What follows belongs to an exercise in optimizing a design on an open flow for small area, a short achievable clock period and few clock cycles; a production flow would make more cautious choices. Where RTL was checked, it was by simulation tests only, not by an equivalence proof against the original. Power figures rest on the tool's default switching activity, not on a simulated workload.

==> flow/design.v (excerpt) <==
module RISC15(clk, proc_rst, mem_addr, mem_wdata, mem_write_n, mem_rdata, halted);
Settings: LEC_CHECK=0, ABC_AREA=1, CAP_MARGIN=20, CORE_MARGIN=2, CORE_UTILIZATION=40, SLEW_MARGIN=20, TNS_END_PERCENT=5; clock period 10.0 ns.
standard.sh (not shown) runs the stock make flow with config.mk's settings and CLKGATE_MAP_FILE= SYNTH_SCRIPT=/design/flow/synth_recipe.tcl, a recipe that flattens the netlist after the stock synthesis.
==> flow/flow/run.sh <==
#!/bin/bash
# Standard layout (the standard.sh), with repair aiming for a larger setup margin.
bash standard.sh SETUP_SLACK_MARGIN=8  finish > standard.log 2>&1
The baseline passed the timing, DRC and antenna checks.
Testbench counts at the start, summed over its fixed seeds: cycles 20,518.
Next try:
==> flow/flow/run.sh (replaced) <==
#!/bin/bash
# Standard layout (the standard.sh), with two changes in how it is made:
# repair aims for a larger setup margin, and the port buffers are buf_1 cells.
bash standard.sh SETUP_SLACK_MARGIN=8 "BUFFER_PORTS_ARGS=-buffer_cell sky130_fd_sc_hd__buf_1" finish > standard.log 2>&1
CTS_CLUSTER_DIAMETER = 90   (was not set)
CTS_CLUSTER_SIZE = 25   (was not set)
What happened: Power decreases by 15%; hold slack is better by 0.0051 ns; worst setup slack is better by 0.017 ns; area after synthesis does not change; critical path depth increases by 1; sequential power stays flat; via count decreases by 0.91%; combinational power decreases by 9.0%; register-to-register slack is better by 0.02 ns; global-route usage stays flat.
Next try:
==> flow/flow/run.sh (replaced) <==
#!/bin/bash
# Standard layout (the standard.sh), with repair aiming for a larger setup margin.
bash standard.sh SETUP_SLACK_MARGIN=7 SKIP_CTS_REPAIR_TIMING=1 finish > standard.log 2>&1
CTS_CLUSTER_DIAMETER = not set   (was 90)
CTS_CLUSTER_SIZE = not set   (was 25)
TNS_END_PERCENT = not set   (was 5)
- power went up by about a fifth
- clock-buffer cell count went up by 13
- cell area went up by roughly a tenth
- flip-flop and latch count does not change
- maximum frequency went down by a few percent
Next try:
==> flow/flow/run.sh (replaced) <==
#!/bin/bash
# Standard layout (the standard.sh), with two changes in how it is made:
# repair aims for a larger setup margin, and the port buffers are buf_1 cells.
bash standard.sh SETUP_SLACK_MARGIN=7 "BUFFER_PORTS_ARGS=-buffer_cell sky130_fd_sc_hd__buf_1"  finish > standard.log 2>&1
TNS_END_PERCENT = 5   (was not set)
The new run produced a clean layout.
Final area is lower by 10%.
Synthesized area is unchanged.
Utilization came out lower by 5.5 points.
Wire length fell by 6.6%.
Via count went down by 4.1%.
Worst hold slack improves by 0.017 ns.
Final cell count decreases by 2.5%.
Sequential share of layout area came out higher by 4.4 points.
First-iteration DRC count shrinks by 1.9%.
Setup slack gains 0.051 ns.
Sequential power hardly moves.

Another version of the RTL of RISC15 (not shown whole).
Size: about 1600 cells after synthesis, ~210 flip-flops, roughly 52 I/O pins, roughly 12000 µm² of cells after synthesis.
==> flow/design.v (excerpt) <==
module RISC15(clk, proc_rst, mem_addr, mem_wdata, mem_write_n, mem_rdata, halted);
==> flow/config.mk <==
export PLATFORM = sky130hd
export DESIGN_NAME = RISC15
export DESIGN_NICKNAME = RISC15
export VERILOG_FILES = /design/flow/design.v
export SDC_FILE = /design/flow/constraint.sdc
export NUM_CORES = 4
export LEC_CHECK = 0
export ABC_AREA = 1
export CAP_MARGIN = 20
export CORE_MARGIN = 2
export CORE_UTILIZATION = 40
export SETUP_SLACK_MARGIN = 5
export SLEW_MARGIN = 20
==> flow/constraint.sdc <==
create_clock -name core_clock -period 10.0 [get_ports {clk}]
set_input_delay 2.0000 -clock core_clock [delete_from_list [all_inputs] [get_ports {clk}]]
set_output_delay 2.0000 -clock core_clock [all_outputs]
set_load 0.01 [all_outputs]
==> flow/flow/run.sh <==
#!/bin/bash
# Standard layout (the standard.sh), with repair aiming for a larger setup margin.
bash standard.sh SETUP_SLACK_MARGIN=7 finish > standard.log 2>&1
==> next run, changes <==
==> flow/run.sh (new file) <==
#!/bin/bash
# synth_recipe.tcl (not shown) runs the flow's synth.tcl, then flattens the netlist and writes it again
# the make line also repeats each setting of config.mk as NAME=value (left out here)
make -C /OpenROAD-flow-scripts/flow DESIGN_CONFIG=/design/flow/config.mk WORK_HOME=/design/flow/orfs CLKGATE_MAP_FILE= SYNTH_SCRIPT=/design/flow/synth_recipe.tcl finish
removed: flow/flow/run.sh
removed: flow/standard.sh
Maximum frequency decreases by about a fifth. Total power drops by roughly a tenth. Clock-buffer cell count fell by 6.
No run of this note included a check of the RTL's function; only the layout flow was run.

==> port drivers added, routing unchanged <==
No port has a modelled driver above. Below, the same layouts with a new extraction and two added sets of constraints. Step 1, drivers: a clkbuf_16 drives clk and a buf_2 each remaining input, both assumed. Step 2 adds t to the input delays and takes it off the output delays; t is the mean of the earliest and latest rising clock arrival at the registers after step 1. Input paths then give back, and output paths get back, about the clock's delay inside the block. Slacks: no drivers / after step 1 / after step 2; pairs: no drivers / after step 1.
run | t (ns) | setup slack, ns | worst hold slack (ns)
the first run of note 1 | 0.566 | 6.340 / 6.340 / 5.860 | 0.407 / 0.407 / 0.407
the second run of note 1 | 0.532 | 6.357 / 6.357 / 6.038 | 0.412 / 0.412 / 0.412
the third run of note 1 | 0.575 | 6.238 / 6.238 / 6.238 | 0.403 / 0.403 / 0.403
the fourth run of note 1 | 0.562 | 6.290 / 6.290 / 6.016 | 0.420 / 0.420 / 0.420
the first run of note 2 | 0.581 | 6.249 / 6.249 / 6.150 | 0.432 / 0.432 / 0.432
the second run of note 2 | 0.592 | 5.260 / 5.260 / 5.260 | 0.429 / 0.429 / 0.429
After both steps every run listed still meets setup and hold. The setup slack of the first run of note 1, which loses most, moves by 0.000 ns with the drivers and by -0.480 ns with both steps.
